Source: an optimization exercise on an open RTL-to-GDS flow (aim: small area). Production flows keep margins and buffers that such runs may drop.
The RTL was checked by simulation tests, not by an equivalence proof against the original design.

`flow/constraint.sdc`:
```
create_clock -name core_clock -period 7.0 [get_ports {clk_i}]
set_input_delay 1.4000 -clock core_clock [delete_from_list [all_inputs] [get_ports {clk_i}]]
set_output_delay 1.4000 -clock core_clock [all_outputs]
set_load 0.01 [all_outputs]
```
`flow/run.sh`:
```
#!/bin/bash
# synth_recipe.tcl (not shown) runs the flow's synth.tcl, then flattens the netlist and writes it again
# the make line also repeats each setting of config.mk as NAME=value (left out here)
make -C /OpenROAD-flow-scripts/flow DESIGN_CONFIG=/design/flow/config.mk WORK_HOME=/design/flow/orfs CLKGATE_MAP_FILE= SYNTH_SCRIPT=/design/flow/synth_recipe.tcl finish
```
`flow/config.mk`:
```
export PLATFORM = sky130hd
export DESIGN_NAME = cross_bar_top
export DESIGN_NICKNAME = cross_bar_top
export VERILOG_FILES = /design/flow/design.v
export SDC_FILE = /design/flow/constraint.sdc
export NUM_CORES = 4
export LEC_CHECK = 0
export CAP_MARGIN = 20
export CORE_MARGIN = 2
export CORE_UTILIZATION = 40
export SLEW_MARGIN = 20
```
`flow/design.v`:
```
module ch_rr (
  input  logic [4:0] entry_valid_i,
  input  logic [2:0] read_ptr_i,
  output logic [2:0] first_ptr_o
);
  logic [4:0] read_ptr_one_hot;
  logic [2:0] ptr_incr;
  logic [4:0] shift_entry_valid;
  logic [3:0] first_ptr_sum;
  assign read_ptr_one_hot[0] = read_ptr_i[2:0] == 3'd0;
  assign read_ptr_one_hot[1] = read_ptr_i[2:0] == 3'd1;
  assign read_ptr_one_hot[2] = read_ptr_i[2:0] == 3'd2;
  assign read_ptr_one_hot[3] = read_ptr_i[2:0] == 3'd3;
  assign read_ptr_one_hot[4] = read_ptr_i[2:0] == 3'd4;
  assign shift_entry_valid[4:0] = {5{read_ptr_one_hot[0]}} &  entry_valid_i[4:0]
                                | {5{read_ptr_one_hot[1]}} & {entry_valid_i[0],   entry_valid_i[4:1]}
                                | {5{read_ptr_one_hot[2]}} & {entry_valid_i[1:0], entry_valid_i[4:2]}
                                | {5{read_ptr_one_hot[3]}} & {entry_valid_i[2:0], entry_valid_i[4:3]}
                                | {5{read_ptr_one_hot[4]}} & {entry_valid_i[3:0], entry_valid_i[4]  };
  assign ptr_incr[2:0] = shift_entry_valid[0] ? 3'd0
                       : shift_entry_valid[1] ? 3'd1
                       : shift_entry_valid[2] ? 3'd2
                       : shift_entry_valid[3] ? 3'd3
                       : shift_entry_valid[4] ? 3'd4
                       :                        3'd0;
  assign first_ptr_sum[3:0] = {1'b0, read_ptr_i[2:0]} + {1'b0, ptr_incr[2:0]};
  assign first_ptr_o[2:0] = first_ptr_sum[3:0] > 4'd4 ? 3'(first_ptr_sum[3:0] - 4'd5)
                                                      : first_ptr_sum[2:0];
endmodule
module bank_ch_rr(
  input  logic       clk_i,
  input  logic       rstn_i,
  input  logic [2:0] ch_req_valid_i,
  output logic [1:0] ch_req_id_o
);
  logic [1:0] ch_bottom_ptr_incr;
  logic [2:0] ch_grant_sum;
  logic [1:0] ch_grant_id;
  logic [1:0] ch_bottom_ptr_In;
  logic [1:0] ch_bottom_ptr_Q;
  logic [2:0] ch_bottom_ptr_onehot;
  logic [2:0] shift_ch_req_valid;
  assign ch_bottom_ptr_onehot[0] = ch_bottom_ptr_Q == 2'd0;
  assign ch_bottom_ptr_onehot[1] = ch_bottom_ptr_Q == 2'd1;
  assign ch_bottom_ptr_onehot[2] = ch_bottom_ptr_Q == 2'd2;
  assign shift_ch_req_valid[2:0] = {3{ch_bottom_ptr_onehot[0]}} &  ch_req_valid_i[2:0]
                                 | {3{ch_bottom_ptr_onehot[1]}} & {ch_req_valid_i[0]  , ch_req_valid_i[2:1]}
                                 | {3{ch_bottom_ptr_onehot[2]}} & {ch_req_valid_i[1:0], ch_req_valid_i[2]};
  assign ch_bottom_ptr_incr[1:0] = shift_ch_req_valid[0] ? 2'd0
                                 : shift_ch_req_valid[1] ? 2'd1
                                 : shift_ch_req_valid[2] ? 2'd2
                                 :                         2'd0;
  assign ch_grant_sum[2:0] = {1'b0, ch_bottom_ptr_Q[1:0]} + {1'b0, ch_bottom_ptr_incr[1:0]};
  assign ch_grant_id[1:0] = ch_grant_sum[2:0] > 3'd2 ? 2'(ch_grant_sum[2:0] - 3'd3)
                                                     : ch_grant_sum[1:0];
  assign ch_bottom_ptr_In[1:0] = ~|ch_req_valid_i[2:0] ? ch_bottom_ptr_Q[1:0]
                               : ch_grant_id[1:0] == 2'd2 ? 2'd0
                               :                            ch_grant_id[1:0] + 2'd1;
  always_ff @(posedge clk_i or negedge rstn_i) begin
    if (~rstn_i) begin
      ch_bottom_ptr_Q[1:0] <= 2'd0;
    end
    else begin
      ch_bottom_ptr_Q[1:0] <= ch_bottom_ptr_In[1:0];
    end
  end
  assign ch_req_id_o[1:0] = ch_grant_id[1:0];
endmodule
module cross_bar_top #(
  parameter BUFFER_SIZE = 5,
  parameter AW          = 3
) (
  input  logic       clk_i,
  input  logic       rstn_i,
  input  logic       ch0_req_valid_i,
  output logic       ch0_req_allowIn_o,
  input  logic [1:0] ch0_req_addr_i,
  input  logic       ch1_req_valid_i,
  output logic       ch1_req_allowIn_o,
  input  logic [1:0] ch1_req_addr_i,
  input  logic       ch2_req_valid_i,
  output logic       ch2_req_allowIn_o,
  input  logic [1:0] ch2_req_addr_i,
  output logic [3:0] bank_grant_valid_o,
  output logic [7:0] bank_grant_ch_o
);
  logic [1:0] ch0_bank_map;
  logic [1:0] ch1_bank_map;
  logic [1:0] ch2_bank_map;
  logic          ch0_req_push;
  logic          ch0_req_pop;
  logic          ch0_buffer_has_valid_entry;
  logic          ch0_last_entry_already_pop;
  logic [AW-1:0] ch0_write_ptr_In;
  logic [AW-1:0] ch0_write_ptr_Q;
  logic [AW-1:0] ch0_read_ptr_In;
  logic [AW-1:0] ch0_read_ptr_Q;
  logic [AW:0]   ch0_buffer_cnt_In;
  logic [AW:0]   ch0_buffer_cnt_Q;
  logic [4:0]    ch0_bank0_req_array_valid_In;
  logic [4:0]    ch0_bank0_req_array_valid_Q;
  logic [4:0]    ch0_bank0_req_array_invalidate;
  logic [4:0]    ch0_bank1_req_array_valid_In;
  logic [4:0]    ch0_bank1_req_array_valid_Q;
  logic [4:0]    ch0_bank1_req_array_invalidate;
  logic [4:0]    ch0_bank2_req_array_valid_In;
  logic [4:0]    ch0_bank2_req_array_valid_Q;
  logic [4:0]    ch0_bank2_req_array_invalidate;
  logic [4:0]    ch0_bank3_req_array_valid_In;
  logic [4:0]    ch0_bank3_req_array_valid_Q;
  logic [4:0]    ch0_bank3_req_array_invalidate;
  logic          ch0_want_send_to_bank0;
  logic          ch0_want_send_to_bank1;
  logic          ch0_want_send_to_bank2;
  logic          ch0_want_send_to_bank3;
  logic [2:0]    ch0_entryId_want_send_to_bank0;
  logic [2:0]    ch0_entryId_want_send_to_bank1;
  logic [2:0]    ch0_entryId_want_send_to_bank2;
  logic [2:0]    ch0_entryId_want_send_to_bank3;
  logic          ch1_req_push;
  logic          ch1_req_pop;
  logic          ch1_buffer_has_valid_entry;
  logic          ch1_last_entry_already_pop;
  logic [AW-1:0] ch1_write_ptr_In;
  logic [AW-1:0] ch1_write_ptr_Q;
  logic [AW-1:0] ch1_read_ptr_In;
  logic [AW-1:0] ch1_read_ptr_Q;
  logic [AW:0]   ch1_buffer_cnt_In;
  logic [AW:0]   ch1_buffer_cnt_Q;
  logic [4:0]    ch1_bank0_req_array_valid_In;
  logic [4:0]    ch1_bank0_req_array_valid_Q;
  logic [4:0]    ch1_bank0_req_array_invalidate;
  logic [4:0]    ch1_bank1_req_array_valid_In;
  logic [4:0]    ch1_bank1_req_array_valid_Q;
  logic [4:0]    ch1_bank1_req_array_invalidate;
  logic [4:0]    ch1_bank2_req_array_valid_In;
  logic [4:0]    ch1_bank2_req_array_valid_Q;
  logic [4:0]    ch1_bank2_req_array_invalidate;
  logic [4:0]    ch1_bank3_req_array_valid_In;
  logic [4:0]    ch1_bank3_req_array_valid_Q;
  logic [4:0]    ch1_bank3_req_array_invalidate;
  logic          ch1_want_send_to_bank0;
  logic          ch1_want_send_to_bank1;
  logic          ch1_want_send_to_bank2;
  logic          ch1_want_send_to_bank3;
  logic [2:0]    ch1_entryId_want_send_to_bank0;
  logic [2:0]    ch1_entryId_want_send_to_bank1;
  logic [2:0]    ch1_entryId_want_send_to_bank2;
  logic [2:0]    ch1_entryId_want_send_to_bank3;
  logic          ch2_req_push;
  logic          ch2_req_pop;
  logic          ch2_buffer_has_valid_entry;
  logic          ch2_last_entry_already_pop;
  logic [AW-1:0] ch2_write_ptr_In;
  logic [AW-1:0] ch2_write_ptr_Q;
  logic [AW-1:0] ch2_read_ptr_In;
  logic [AW-1:0] ch2_read_ptr_Q;
  logic [AW:0]   ch2_buffer_cnt_In;
  logic [AW:0]   ch2_buffer_cnt_Q;
  logic [4:0]    ch2_bank0_req_array_valid_In;
  logic [4:0]    ch2_bank0_req_array_valid_Q;
  logic [4:0]    ch2_bank0_req_array_invalidate;
  logic [4:0]    ch2_bank1_req_array_valid_In;
  logic [4:0]    ch2_bank1_req_array_valid_Q;
  logic [4:0]    ch2_bank1_req_array_invalidate;
  logic [4:0]    ch2_bank2_req_array_valid_In;
  logic [4:0]    ch2_bank2_req_array_valid_Q;
  logic [4:0]    ch2_bank2_req_array_invalidate;
  logic [4:0]    ch2_bank3_req_array_valid_In;
  logic [4:0]    ch2_bank3_req_array_valid_Q;
  logic [4:0]    ch2_bank3_req_array_invalidate;
  logic          ch2_want_send_to_bank0;
  logic          ch2_want_send_to_bank1;
  logic          ch2_want_send_to_bank2;
  logic          ch2_want_send_to_bank3;
  logic [2:0]    ch2_entryId_want_send_to_bank0;
  logic [2:0]    ch2_entryId_want_send_to_bank1;
  logic [2:0]    ch2_entryId_want_send_to_bank2;
  logic [2:0]    ch2_entryId_want_send_to_bank3;
  logic [2:0] bank0_channel_req_array;
  logic [2:0] bank1_channel_req_array;
  logic [2:0] bank2_channel_req_array;
  logic [2:0] bank3_channel_req_array;
  logic [1:0] bank0_channel_req_id;
  logic [1:0] bank1_channel_req_id;
  logic [1:0] bank2_channel_req_id;
  logic [1:0] bank3_channel_req_id;
  assign ch0_bank_map[1:0] = ch0_req_addr_i[1:0];
  assign ch1_bank_map[1:0] = ch1_req_addr_i[1:0];
  assign ch2_bank_map[1:0] = ch2_req_addr_i[1:0];
  assign ch0_buffer_has_valid_entry = ch0_buffer_cnt_Q != 'd0;
  assign ch0_req_allowIn_o = ch0_buffer_cnt_Q != BUFFER_SIZE;
  assign ch0_req_push = ch0_req_valid_i & ch0_req_allowIn_o;
  assign ch0_last_entry_already_pop = ~(  ch0_bank0_req_array_valid_Q[ch0_read_ptr_Q]  
                                        | ch0_bank1_req_array_valid_Q[ch0_read_ptr_Q]  
                                        | ch0_bank2_req_array_valid_Q[ch0_read_ptr_Q]  
                                        | ch0_bank3_req_array_valid_Q[ch0_read_ptr_Q]  
                                       );
  assign ch0_req_pop = ch0_buffer_has_valid_entry & ch0_last_entry_already_pop;
  assign ch0_write_ptr_In = ch0_write_ptr_Q == BUFFER_SIZE - 1
                          ? 'd0
                          : ch0_write_ptr_Q + 'd1;
  assign ch0_read_ptr_In = ch0_read_ptr_Q == BUFFER_SIZE - 1
                         ? 'd0
                         : ch0_read_ptr_Q + 'd1;
  assign ch0_buffer_cnt_In =  ch0_req_push & ~ch0_req_pop ? ch0_buffer_cnt_Q + 'd1
                           : ~ch0_req_push &  ch0_req_pop ? ch0_buffer_cnt_Q - 'd1
                           :                                ch0_buffer_cnt_Q;
  always_ff @(posedge clk_i or negedge rstn_i) begin
    if (~rstn_i) begin
      ch0_write_ptr_Q <= 'd0;
    end
    else if(ch0_req_push) begin
      ch0_write_ptr_Q <= ch0_write_ptr_In;
    end
  end
  always_ff @(posedge clk_i or negedge rstn_i) begin
    if (~rstn_i) begin
      ch0_read_ptr_Q <= 'd0;
    end
    else if (ch0_req_pop) begin
      ch0_read_ptr_Q <= ch0_read_ptr_In;
    end
  end
  always_ff @(posedge clk_i or negedge rstn_i) begin
    if (~rstn_i) begin
      ch0_buffer_cnt_Q <= 'd0;
    end
    else begin
      ch0_buffer_cnt_Q <= ch0_buffer_cnt_In;
    end
  end
  always_comb begin
    ch0_bank0_req_array_invalidate = '0;
    ch0_bank1_req_array_invalidate = '0;
    ch0_bank2_req_array_invalidate = '0;
    ch0_bank3_req_array_invalidate = '0;
    ch0_bank0_req_array_invalidate[ch0_entryId_want_send_to_bank0] = (bank0_channel_req_id[1:0] == 2'd0)
                                                                   & ch0_want_send_to_bank0;
    ch0_bank1_req_array_invalidate[ch0_entryId_want_send_to_bank1] = (bank1_channel_req_id[1:0] == 2'd0)
                                                                   & ch0_want_send_to_bank1;
    ch0_bank2_req_array_invalidate[ch0_entryId_want_send_to_bank2] = (bank2_channel_req_id[1:0] == 2'd0)
                                                                   & ch0_want_send_to_bank2;
    ch0_bank3_req_array_invalidate[ch0_entryId_want_send_to_bank3] = (bank3_channel_req_id[1:0] == 2'd0)
                                                                   & ch0_want_send_to_bank3;
  end
  always_comb begin
    ch0_bank0_req_array_valid_In[4:0] = ch0_bank0_req_array_valid_Q[4:0] & ~ch0_bank0_req_array_invalidate[4:0];  
    ch0_bank1_req_array_valid_In[4:0] = ch0_bank1_req_array_valid_Q[4:0] & ~ch0_bank1_req_array_invalidate[4:0];  
    ch0_bank2_req_array_valid_In[4:0] = ch0_bank2_req_array_valid_Q[4:0] & ~ch0_bank2_req_array_invalidate[4:0];  
    ch0_bank3_req_array_valid_In[4:0] = ch0_bank3_req_array_valid_Q[4:0] & ~ch0_bank3_req_array_invalidate[4:0];  
    if (ch0_req_push) begin
      ch0_bank0_req_array_valid_In[ch0_write_ptr_Q] = ch0_bank_map[1:0] == 2'd0;
      ch0_bank1_req_array_valid_In[ch0_write_ptr_Q] = ch0_bank_map[1:0] == 2'd1;
      ch0_bank2_req_array_valid_In[ch0_write_ptr_Q] = ch0_bank_map[1:0] == 2'd2;
      ch0_bank3_req_array_valid_In[ch0_write_ptr_Q] = ch0_bank_map[1:0] == 2'd3;
    end
  end
  always_ff @(posedge clk_i or negedge rstn_i) begin
    if (~rstn_i) begin
      ch0_bank0_req_array_valid_Q[4:0] <= 5'd0;
      ch0_bank1_req_array_valid_Q[4:0] <= 5'd0;
      ch0_bank2_req_array_valid_Q[4:0] <= 5'd0;
      ch0_bank3_req_array_valid_Q[4:0] <= 5'd0;
    end
    else begin
      ch0_bank0_req_array_valid_Q[4:0] <= ch0_bank0_req_array_valid_In[4:0];
      ch0_bank1_req_array_valid_Q[4:0] <= ch0_bank1_req_array_valid_In[4:0];
      ch0_bank2_req_array_valid_Q[4:0] <= ch0_bank2_req_array_valid_In[4:0];
      ch0_bank3_req_array_valid_Q[4:0] <= ch0_bank3_req_array_valid_In[4:0];
    end
  end
  assign ch1_buffer_has_valid_entry = ch1_buffer_cnt_Q != 'd0;
  assign ch1_req_allowIn_o = ch1_buffer_cnt_Q != BUFFER_SIZE;
  assign ch1_req_push = ch1_req_valid_i & ch1_req_allowIn_o;
  assign ch1_last_entry_already_pop = ~(  ch1_bank0_req_array_valid_Q[ch1_read_ptr_Q]  
                                        | ch1_bank1_req_array_valid_Q[ch1_read_ptr_Q]  
                                        | ch1_bank2_req_array_valid_Q[ch1_read_ptr_Q]  
                                        | ch1_bank3_req_array_valid_Q[ch1_read_ptr_Q]  
                                       );
  assign ch1_req_pop = ch1_buffer_has_valid_entry & ch1_last_entry_already_pop;
  assign ch1_write_ptr_In = ch1_write_ptr_Q == BUFFER_SIZE - 1
                          ? 'd0
                          : ch1_write_ptr_Q + 'd1;
  assign ch1_read_ptr_In = ch1_read_ptr_Q == BUFFER_SIZE - 1
                         ? 'd0
                         : ch1_read_ptr_Q + 'd1;
  assign ch1_buffer_cnt_In =  ch1_req_push & ~ch1_req_pop ? ch1_buffer_cnt_Q + 'd1
                           : ~ch1_req_push &  ch1_req_pop ? ch1_buffer_cnt_Q - 'd1
                           :                                ch1_buffer_cnt_Q;
  always_ff @(posedge clk_i or negedge rstn_i) begin
    if (~rstn_i) begin
      ch1_write_ptr_Q <= 'd0;
    end
    else if(ch1_req_push) begin
      ch1_write_ptr_Q <= ch1_write_ptr_In;
    end
  end
  always_ff @(posedge clk_i or negedge rstn_i) begin
    if (~rstn_i) begin
      ch1_read_ptr_Q <= 'd0;
    end
    else if (ch1_req_pop) begin
      ch1_read_ptr_Q <= ch1_read_ptr_In;
    end
  end
  always_ff @(posedge clk_i or negedge rstn_i) begin
    if (~rstn_i) begin
      ch1_buffer_cnt_Q <= 'd0;
    end
    else begin
      ch1_buffer_cnt_Q <= ch1_buffer_cnt_In;
    end
  end
  always_comb begin
    ch1_bank0_req_array_invalidate = '0;
    ch1_bank1_req_array_invalidate = '0;
    ch1_bank2_req_array_invalidate = '0;
    ch1_bank3_req_array_invalidate = '0;
    ch1_bank0_req_array_invalidate[ch1_entryId_want_send_to_bank0] = (bank0_channel_req_id[1:0] == 2'd1)
                                                                   & ch1_want_send_to_bank0;
    ch1_bank1_req_array_invalidate[ch1_entryId_want_send_to_bank1] = (bank1_channel_req_id[1:0] == 2'd1)
                                                                   & ch1_want_send_to_bank1;
    ch1_bank2_req_array_invalidate[ch1_entryId_want_send_to_bank2] = (bank2_channel_req_id[1:0] == 2'd1)
                                                                   & ch1_want_send_to_bank2;
    ch1_bank3_req_array_invalidate[ch1_entryId_want_send_to_bank3] = (bank3_channel_req_id[1:0] == 2'd1)
                                                                   & ch1_want_send_to_bank3;
  end
  always_comb begin
    ch1_bank0_req_array_valid_In[4:0] = ch1_bank0_req_array_valid_Q[4:0] & ~ch1_bank0_req_array_invalidate[4:0];  
    ch1_bank1_req_array_valid_In[4:0] = ch1_bank1_req_array_valid_Q[4:0] & ~ch1_bank1_req_array_invalidate[4:0];  
    ch1_bank2_req_array_valid_In[4:0] = ch1_bank2_req_array_valid_Q[4:0] & ~ch1_bank2_req_array_invalidate[4:0];  
    ch1_bank3_req_array_valid_In[4:0] = ch1_bank3_req_array_valid_Q[4:0] & ~ch1_bank3_req_array_invalidate[4:0];  
    if (ch1_req_push) begin
      ch1_bank0_req_array_valid_In[ch1_write_ptr_Q] = ch1_bank_map[1:0] == 2'd0;
      ch1_bank1_req_array_valid_In[ch1_write_ptr_Q] = ch1_bank_map[1:0] == 2'd1;
      ch1_bank2_req_array_valid_In[ch1_write_ptr_Q] = ch1_bank_map[1:0] == 2'd2;
      ch1_bank3_req_array_valid_In[ch1_write_ptr_Q] = ch1_bank_map[1:0] == 2'd3;
    end
  end
  always_ff @(posedge clk_i or negedge rstn_i) begin
    if (~rstn_i) begin
      ch1_bank0_req_array_valid_Q[4:0] <= 5'd0;
      ch1_bank1_req_array_valid_Q[4:0] <= 5'd0;
      ch1_bank2_req_array_valid_Q[4:0] <= 5'd0;
      ch1_bank3_req_array_valid_Q[4:0] <= 5'd0;
    end
    else begin
      ch1_bank0_req_array_valid_Q[4:0] <= ch1_bank0_req_array_valid_In[4:0];
      ch1_bank1_req_array_valid_Q[4:0] <= ch1_bank1_req_array_valid_In[4:0];
      ch1_bank2_req_array_valid_Q[4:0] <= ch1_bank2_req_array_valid_In[4:0];
      ch1_bank3_req_array_valid_Q[4:0] <= ch1_bank3_req_array_valid_In[4:0];
    end
  end
  assign ch2_buffer_has_valid_entry = ch2_buffer_cnt_Q != 'd0;
  assign ch2_req_allowIn_o = ch2_buffer_cnt_Q != BUFFER_SIZE;
  assign ch2_req_push = ch2_req_valid_i & ch2_req_allowIn_o;
  assign ch2_last_entry_already_pop = ~(  ch2_bank0_req_array_valid_Q[ch2_read_ptr_Q]  
                                        | ch2_bank1_req_array_valid_Q[ch2_read_ptr_Q]  
                                        | ch2_bank2_req_array_valid_Q[ch2_read_ptr_Q]  
                                        | ch2_bank3_req_array_valid_Q[ch2_read_ptr_Q]  
                                       );
  assign ch2_req_pop = ch2_buffer_has_valid_entry & ch2_last_entry_already_pop;
  assign ch2_write_ptr_In = ch2_write_ptr_Q == BUFFER_SIZE - 1
                          ? 'd0
                          : ch2_write_ptr_Q + 'd1;
  assign ch2_read_ptr_In = ch2_read_ptr_Q == BUFFER_SIZE - 1
                         ? 'd0
                         : ch2_read_ptr_Q + 'd1;
  assign ch2_buffer_cnt_In =  ch2_req_push & ~ch2_req_pop ? ch2_buffer_cnt_Q + 'd1
                           : ~ch2_req_push &  ch2_req_pop ? ch2_buffer_cnt_Q - 'd1
                           :                                ch2_buffer_cnt_Q;
  always_ff @(posedge clk_i or negedge rstn_i) begin
    if (~rstn_i) begin
      ch2_write_ptr_Q <= 'd0;
    end
    else if(ch2_req_push) begin
      ch2_write_ptr_Q <= ch2_write_ptr_In;
    end
  end
  always_ff @(posedge clk_i or negedge rstn_i) begin
    if (~rstn_i) begin
      ch2_read_ptr_Q <= 'd0;
    end
    else if (ch2_req_pop) begin
      ch2_read_ptr_Q <= ch2_read_ptr_In;
    end
  end
  always_ff @(posedge clk_i or negedge rstn_i) begin
    if (~rstn_i) begin
      ch2_buffer_cnt_Q <= 'd0;
    end
    else begin
      ch2_buffer_cnt_Q <= ch2_buffer_cnt_In;
    end
  end
  always_comb begin
    ch2_bank0_req_array_invalidate = '0;
    ch2_bank1_req_array_invalidate = '0;
    ch2_bank2_req_array_invalidate = '0;
    ch2_bank3_req_array_invalidate = '0;
    ch2_bank0_req_array_invalidate[ch2_entryId_want_send_to_bank0] = (bank0_channel_req_id[1:0] == 2'd2)
                                                                   & ch2_want_send_to_bank0;
    ch2_bank1_req_array_invalidate[ch2_entryId_want_send_to_bank1] = (bank1_channel_req_id[1:0] == 2'd2)
                                                                   & ch2_want_send_to_bank1;
    ch2_bank2_req_array_invalidate[ch2_entryId_want_send_to_bank2] = (bank2_channel_req_id[1:0] == 2'd2)
                                                                   & ch2_want_send_to_bank2;
    ch2_bank3_req_array_invalidate[ch2_entryId_want_send_to_bank3] = (bank3_channel_req_id[1:0] == 2'd2)
                                                                   & ch2_want_send_to_bank3;
  end
  always_comb begin
    ch2_bank0_req_array_valid_In[4:0] = ch2_bank0_req_array_valid_Q[4:0] & ~ch2_bank0_req_array_invalidate[4:0];  
    ch2_bank1_req_array_valid_In[4:0] = ch2_bank1_req_array_valid_Q[4:0] & ~ch2_bank1_req_array_invalidate[4:0];  
    ch2_bank2_req_array_valid_In[4:0] = ch2_bank2_req_array_valid_Q[4:0] & ~ch2_bank2_req_array_invalidate[4:0];  
    ch2_bank3_req_array_valid_In[4:0] = ch2_bank3_req_array_valid_Q[4:0] & ~ch2_bank3_req_array_invalidate[4:0];  
    if (ch2_req_push) begin
      ch2_bank0_req_array_valid_In[ch2_write_ptr_Q] = ch2_bank_map[1:0] == 2'd0;
      ch2_bank1_req_array_valid_In[ch2_write_ptr_Q] = ch2_bank_map[1:0] == 2'd1;
      ch2_bank2_req_array_valid_In[ch2_write_ptr_Q] = ch2_bank_map[1:0] == 2'd2;
      ch2_bank3_req_array_valid_In[ch2_write_ptr_Q] = ch2_bank_map[1:0] == 2'd3;
    end
  end
  always_ff @(posedge clk_i or negedge rstn_i) begin
    if (~rstn_i) begin
      ch2_bank0_req_array_valid_Q[4:0] <= 5'd0;
      ch2_bank1_req_array_valid_Q[4:0] <= 5'd0;
      ch2_bank2_req_array_valid_Q[4:0] <= 5'd0;
      ch2_bank3_req_array_valid_Q[4:0] <= 5'd0;
    end
    else begin
      ch2_bank0_req_array_valid_Q[4:0] <= ch2_bank0_req_array_valid_In[4:0];
      ch2_bank1_req_array_valid_Q[4:0] <= ch2_bank1_req_array_valid_In[4:0];
      ch2_bank2_req_array_valid_Q[4:0] <= ch2_bank2_req_array_valid_In[4:0];
      ch2_bank3_req_array_valid_Q[4:0] <= ch2_bank3_req_array_valid_In[4:0];
    end
  end
  assign ch0_want_send_to_bank0 = |ch0_bank0_req_array_valid_Q[4:0];
  assign ch0_want_send_to_bank1 = |ch0_bank1_req_array_valid_Q[4:0];
  assign ch0_want_send_to_bank2 = |ch0_bank2_req_array_valid_Q[4:0];
  assign ch0_want_send_to_bank3 = |ch0_bank3_req_array_valid_Q[4:0];
  ch_rr
  ch0_bank0_rr(
    .entry_valid_i (ch0_bank0_req_array_valid_Q[4:0]),
    .read_ptr_i    (ch0_read_ptr_Q                  ),
    .first_ptr_o   (ch0_entryId_want_send_to_bank0  )
  );
  ch_rr
  ch0_bank1_rr(
    .entry_valid_i (ch0_bank1_req_array_valid_Q[4:0]),
    .read_ptr_i    (ch0_read_ptr_Q                  ),
    .first_ptr_o   (ch0_entryId_want_send_to_bank1  )
  );
  ch_rr
  ch0_bank2_rr(
    .entry_valid_i (ch0_bank2_req_array_valid_Q[4:0]),
    .read_ptr_i    (ch0_read_ptr_Q                  ),
    .first_ptr_o   (ch0_entryId_want_send_to_bank2  )
  );
  ch_rr
  ch0_bank3_rr(
    .entry_valid_i (ch0_bank3_req_array_valid_Q[4:0]),
    .read_ptr_i    (ch0_read_ptr_Q                  ),
    .first_ptr_o   (ch0_entryId_want_send_to_bank3  )
  );
  assign ch1_want_send_to_bank0 = |ch1_bank0_req_array_valid_Q[4:0];
  assign ch1_want_send_to_bank1 = |ch1_bank1_req_array_valid_Q[4:0];
  assign ch1_want_send_to_bank2 = |ch1_bank2_req_array_valid_Q[4:0];
  assign ch1_want_send_to_bank3 = |ch1_bank3_req_array_valid_Q[4:0];
  ch_rr
  ch1_bank0_rr(
    .entry_valid_i (ch1_bank0_req_array_valid_Q[4:0]),
    .read_ptr_i    (ch1_read_ptr_Q                  ),
    .first_ptr_o   (ch1_entryId_want_send_to_bank0  )
  );
  ch_rr
  ch1_bank1_rr(
    .entry_valid_i (ch1_bank1_req_array_valid_Q[4:0]),
    .read_ptr_i    (ch1_read_ptr_Q                  ),
    .first_ptr_o   (ch1_entryId_want_send_to_bank1  )
  );
  ch_rr
  ch1_bank2_rr(
    .entry_valid_i (ch1_bank2_req_array_valid_Q[4:0]),
    .read_ptr_i    (ch1_read_ptr_Q                  ),
    .first_ptr_o   (ch1_entryId_want_send_to_bank2  )
  );
  ch_rr
  ch1_bank3_rr(
    .entry_valid_i (ch1_bank3_req_array_valid_Q[4:0]),
    .read_ptr_i    (ch1_read_ptr_Q                  ),
    .first_ptr_o   (ch1_entryId_want_send_to_bank3  )
  );
  assign ch2_want_send_to_bank0 = |ch2_bank0_req_array_valid_Q[4:0];
  assign ch2_want_send_to_bank1 = |ch2_bank1_req_array_valid_Q[4:0];
  assign ch2_want_send_to_bank2 = |ch2_bank2_req_array_valid_Q[4:0];
  assign ch2_want_send_to_bank3 = |ch2_bank3_req_array_valid_Q[4:0];
  ch_rr
  ch2_bank0_rr(
    .entry_valid_i (ch2_bank0_req_array_valid_Q[4:0]),
    .read_ptr_i    (ch2_read_ptr_Q                  ),
    .first_ptr_o   (ch2_entryId_want_send_to_bank0  )
  );
  ch_rr
  ch2_bank1_rr(
    .entry_valid_i (ch2_bank1_req_array_valid_Q[4:0]),
    .read_ptr_i    (ch2_read_ptr_Q                  ),
    .first_ptr_o   (ch2_entryId_want_send_to_bank1  )
  );
  ch_rr
  ch2_bank2_rr(
    .entry_valid_i (ch2_bank2_req_array_valid_Q[4:0]),
    .read_ptr_i    (ch2_read_ptr_Q                  ),
    .first_ptr_o   (ch2_entryId_want_send_to_bank2  )
  );
  ch_rr
  ch2_bank3_rr(
    .entry_valid_i (ch2_bank3_req_array_valid_Q[4:0]),
    .read_ptr_i    (ch2_read_ptr_Q                  ),
    .first_ptr_o   (ch2_entryId_want_send_to_bank3  )
  );
  assign bank0_channel_req_array[2:0] = {ch2_want_send_to_bank0, 
                                         ch1_want_send_to_bank0,
                                         ch0_want_send_to_bank0};
  assign bank1_channel_req_array[2:0] = {ch2_want_send_to_bank1, 
                                         ch1_want_send_to_bank1,
                                         ch0_want_send_to_bank1};
  assign bank2_channel_req_array[2:0] = {ch2_want_send_to_bank2, 
                                         ch1_want_send_to_bank2,
                                         ch0_want_send_to_bank2};
  assign bank3_channel_req_array[2:0] = {ch2_want_send_to_bank3, 
                                         ch1_want_send_to_bank3,
                                         ch0_want_send_to_bank3};
  bank_ch_rr
  bank0_ch_rr(
    .clk_i          (clk_i                  ),
    .rstn_i         (rstn_i                 ),
    .ch_req_valid_i (bank0_channel_req_array),
    .ch_req_id_o    (bank0_channel_req_id   )
  );
  bank_ch_rr
  bank1_ch_rr(
    .clk_i          (clk_i                  ),
    .rstn_i         (rstn_i                 ),
    .ch_req_valid_i (bank1_channel_req_array),
    .ch_req_id_o    (bank1_channel_req_id   )
  );
  bank_ch_rr
  bank2_ch_rr(
    .clk_i          (clk_i                  ),
    .rstn_i         (rstn_i                 ),
    .ch_req_valid_i (bank2_channel_req_array),
    .ch_req_id_o    (bank2_channel_req_id   )
  );
  bank_ch_rr
  bank3_ch_rr(
    .clk_i          (clk_i                  ),
    .rstn_i         (rstn_i                 ),
    .ch_req_valid_i (bank3_channel_req_array),
    .ch_req_id_o    (bank3_channel_req_id   )
  );
  assign bank_grant_valid_o[3:0] = {|bank3_channel_req_array[2:0],
                                    |bank2_channel_req_array[2:0],
                                    |bank1_channel_req_array[2:0],
                                    |bank0_channel_req_array[2:0]};
  assign bank_grant_ch_o[7:0] = {bank3_channel_req_id[1:0],
                                 bank2_channel_req_id[1:0],
                                 bank1_channel_req_id[1:0],
                                 bank0_channel_req_id[1:0]};
endmodule
```
==> impl_results.md <==
* Number of nets with antenna violations after routing at 0
* Buffer type at the clock tree root: sky130_fd_sc_hd__clkbuf_16
* Unrepaired setup endpoints after global routing: false
* # Max-Cap Violations at 0
* Layout filler cell count at 3032
* Die height at 180 microns
* Outcome: complete, no violations
* Layout Skew at 0.0148 ns
* Instance count after placement with tap cells included at 1886
* Type of the setup path with the least slack: reg2reg
* Largest net degree at the start of global routing at 63
* Worst EP required at 7.27 ns
* Deepest clock path buffer count at 2
* Detailed-route vias per instance at 6.34
* Max-slew violation total from the final report at 0
* CTS tree: built
* # hold bufs at CTS at 0
* Share of Yosys cell area claimed by the top area cell type at 19.9%
* Post-synth EDFFs at 0
* Sort of element at the start of the critical path: flop
* Multi-input logic area at 0.00908 sq mm
* Shortest period the worst path allows at 6.13 ns
* Total global-route track usage at 20.4%
* Share of the core filled with cells at 42.7%
* Syn Inst Count at 1573
* Synth-to-Final Area Change at 5.33%
* Standard-cell rows at 64
* Quantity of I/O buffers inserted on ports at 25
* Effective utilization at floorplan at 40.5%
* Core area at 0.0304 sq mm
* Hold Path Class: reg2reg
* Worst Path Max Fanout at 14
* Post-detail-place hpwl at 24300 microns
* DR vias at 12100
* Leftover overflow at the end of global routing at 0
* Num CTS Buffers at 9
* Most used flip-flop cell after synthesis: sky130_fd_sc_hd__dfrtp_1
* First-pass GRT wire length at 56200 microns
* Mean area per synthesized cell at 7.83 sq um
* Count of instances resized after the clock tree is built at 0
* Number of library cell types mapped by synthesis at 81
* Highest clock rate at 0.163 GHz
* Weighted congestion at the end of routability-driven global placement at 0.876
* DRT iter0 DRCs at 1337
* Detailed-router iteration count before antenna repair at 10
* I/O pins at 26
* Cell Area, Synth at 0.0123 sq mm
* Number of buffers added for setup after CTS at 0
* Post-synth ARST share at 100%
* Final hold viol count at 0
* Sequential area share after synthesis at 19.9%
* Die Footprint at 0.0322 sq mm
* Final setup violation count at 0
* Initial antenna violation count at 1
* Maximum level of the CTS H-tree at 3
* ANT cells at 0
* FF/Latch Area at 0.00245 sq mm
* Chip Width at 180 microns
* Transition at the pin with the smallest max-transition slack at 0.919 ns
* Final cell count without fillers at 1902
* Wirelength per Cell at 17.7 microns
* Sink Count at 98
* Relative max-transition margin at 38.6%
* Post-Route WL at 33700 microns
* Critical path data arrival time at 6.40 ns
* Cell accounting for the most synthesized area: sky130_fd_sc_hd__dfrtp_1
* Main area contributors after synthesis: sky130_fd_sc_hd__dfrtp_1 (20%), sky130_fd_sc_hd__ha_1 (11%), sky130_fd_sc_hd__nand2_1 (4.9%)
* Later-pin clock latency in the skew report at 0.36 ns
* Critical path capture point type: flop
* Post-layout net count at 1638
* Post-route DRC at 0
* Final cycle utilization of the critical path at 87.6%
* Register bit count reported by yosys at 98
* Clock input transition at the sequential cells of the worst setup and hold paths at 0.08 ns
* Share of layout cells above drive strength 1 at 5.18%
* Synthesized net count at 1710
* Hold_ws at 0.499 ns
* Vias in the first global route at 11100
* Total negative slack for setup checks at 0 ns
* Count of yosys warnings during synthesis at 2
==> synth_stat cells, types with 32 or more instances <==
cell	number
sky130_fd_sc_hd__a21oi_1	85
sky130_fd_sc_hd__a222oi_1	56
sky130_fd_sc_hd__clkbuf_1	98
sky130_fd_sc_hd__dfrtp_1	98
sky130_fd_sc_hd__ha_1	107
sky130_fd_sc_hd__inv_1	83
sky130_fd_sc_hd__mux2_2	33
sky130_fd_sc_hd__nand2_1	160
sky130_fd_sc_hd__nand3_1	37
sky130_fd_sc_hd__nor2_1	112
sky130_fd_sc_hd__nor3_1	32
sky130_fd_sc_hd__o211ai_1	33
sky130_fd_sc_hd__o21ai_0	89
sky130_fd_sc_hd__xnor2_1	36
==> final cells by class <==
class                           instances  area share (%)
Clock inverter                          5           0.463
Sequential cell                        98            18.9
Timing Repair Buffer                   35            2.49
Inverter                               83            2.40
Tap cell                              396            3.82
Clock buffer                           11            1.95
Multi-Input combinational cell       1274            70.0
==> state kept, by name, summed over array words and instances, names as in the netlist, 4 cells and up <==
name	cells
ch0_bank0_req_array_valid_Q	5
ch0_bank1_req_array_valid_Q	5
ch0_bank2_req_array_valid_Q	5
ch0_bank3_req_array_valid_Q	5
ch0_buffer_cnt_Q	4
ch1_bank0_req_array_valid_Q	5
ch1_bank1_req_array_valid_Q	5
ch1_bank2_req_array_valid_Q	5
ch1_bank3_req_array_valid_Q	5
ch1_buffer_cnt_Q	4
ch2_bank0_req_array_valid_Q	5
ch2_bank1_req_array_valid_Q	5
ch2_bank2_req_array_valid_Q	5
ch2_bank3_req_array_valid_Q	5
ch2_buffer_cnt_Q	4
==> metrics by stage <==
step	worst slack, ns	cell area (sq um)
2_1_floorplan	1.37	12300
3_3_place_gp	1.04	12700
3_5_place_dp	0.939	12700
4_1_cts	0.874	13000
5_1_grt	0.290	13000
6_report	0.871	13000
==> routing by layer <==
metal	track usage, %	share of wire (%)
met1	28.9	48
met2	33.5	46
met3	2.11	4.9
met4	4.62	1.7
met5	0	0
==> final timing paths <==
check	from	end	slack, ns	depth (start not counted)
worst max register to register	ch0_read_ptr_Q[1]	ch0_bank0_req_array_valid_Q[4]	0.87	17
worst min-delay path	ch0_buffer_cnt_Q[3]	ch0_buffer_cnt_Q[3]	0.50	1
max in group asynchronous	rstn_i	ch2_bank3_req_array_valid_Q[3]	4.70	2
min in group asynchronous	rstn_i	ch0_read_ptr_Q[0]	1.04	1
worst max-delay path	ch0_read_ptr_Q[1]	ch0_bank0_req_array_valid_Q[4]	0.87	17
worst min register to register	ch0_buffer_cnt_Q[3]	ch0_buffer_cnt_Q[3]	0.50	1
==> layout by cell type (no fill, tap or decap), types with 21 or more instances in the layout <==
master / synthesis / routed
sky130_fd_sc_hd__nor4_1: 23 / 23
sky130_fd_sc_hd__o211ai_1: 33 / 33
sky130_fd_sc_hd__and3_1: 22 / 22
sky130_fd_sc_hd__inv_1: 83 / 83
sky130_fd_sc_hd__nor3_1: 32 / 32
sky130_fd_sc_hd__ha_1: 107 / 107
sky130_fd_sc_hd__a222oi_1: 56 / 56
sky130_fd_sc_hd__nand3_1: 37 / 37
sky130_fd_sc_hd__a21oi_1: 85 / 85
sky130_fd_sc_hd__a221oi_1: 25 / 25
sky130_fd_sc_hd__xnor2_1: 36 / 36
sky130_fd_sc_hd__o21ai_0: 89 / 89
sky130_fd_sc_hd__a22oi_1: 30 / 30
sky130_fd_sc_hd__nand2_1: 160 / 160
sky130_fd_sc_hd__o22ai_1: 27 / 27
sky130_fd_sc_hd__clkdlybuf4s50_1: 0 / 24
sky130_fd_sc_hd__mux2_2: 33 / 33
sky130_fd_sc_hd__nand2b_1: 25 / 25
sky130_fd_sc_hd__dfrtp_1: 98 / 98
sky130_fd_sc_hd__a21o_1: 21 / 21
sky130_fd_sc_hd__a31oi_1: 29 / 29
sky130_fd_sc_hd__nor2_1: 112 / 112
==> critical path, stage by stage, from the launching register on <==
cell	delay, ns
sky130_fd_sc_hd__dfrtp_1	0.72
sky130_fd_sc_hd__inv_1	0.24
sky130_fd_sc_hd__ha_1	0.26
sky130_fd_sc_hd__and2_0	0.41
sky130_fd_sc_hd__or2_2	0.44
sky130_fd_sc_hd__a2111oi_0	0.74
sky130_fd_sc_hd__fa_1	0.56
sky130_fd_sc_hd__inv_1	0.12
sky130_fd_sc_hd__ha_1	0.27
sky130_fd_sc_hd__inv_1	0.10
sky130_fd_sc_hd__a221oi_1	0.42
sky130_fd_sc_hd__mux2_2	0.38
sky130_fd_sc_hd__ha_1	0.28
sky130_fd_sc_hd__a311oi_1	0.28
sky130_fd_sc_hd__nor2_1	0.08
sky130_fd_sc_hd__a222oi_1	0.48
sky130_fd_sc_hd__o211ai_1	0.15
sky130_fd_sc_hd__o21ai_0	0.10
==> logic make-up (layout without fill, tap and decap cells) <==
family / count (synthesis) / count (layout) / share of synthesized area (%)
AO/OA/AOI/OAI: 525 / 525 / 30.3
XOR/XNOR: 53 / 53 / 3.77
adder cells (fa/ha/maj): 126 / 126 / 14.0
buffers and inverters: 201 / 134 / 6.38
flip-flops: 98 / 98 / 19.9
multiplexers: 49 / 49 / 4.43
AND/OR/NAND/NOR: 521 / 521 / 21.3

what the ideal ports hide:
In the flow no input, the clock included, has a driving cell. The finished layout below was timed again as built, in two steps. Step 1 assumes that a clkbuf_16 drives the clock port and a buf_2 every other input. Step 2, shift: input delay + t, output delay - t, t = (earliest + latest rising clock arrival at the registers) / 2. This alone moves slack from input paths to output paths. Three values: ideal ports, drivers, drivers and shift; two values: the first two.
t, ns: 0.404
setup slack, ns: 0.871 / 0.871 / 0.871
hold WS [ns]: 0.499 / 0.499 / 0.499
cell pins on the clock port's net: 1
After both steps this run still meets setup and hold. For this run, drivers alone change the setup slack by 0.000 ns; drivers and shift together by 0.000 ns.
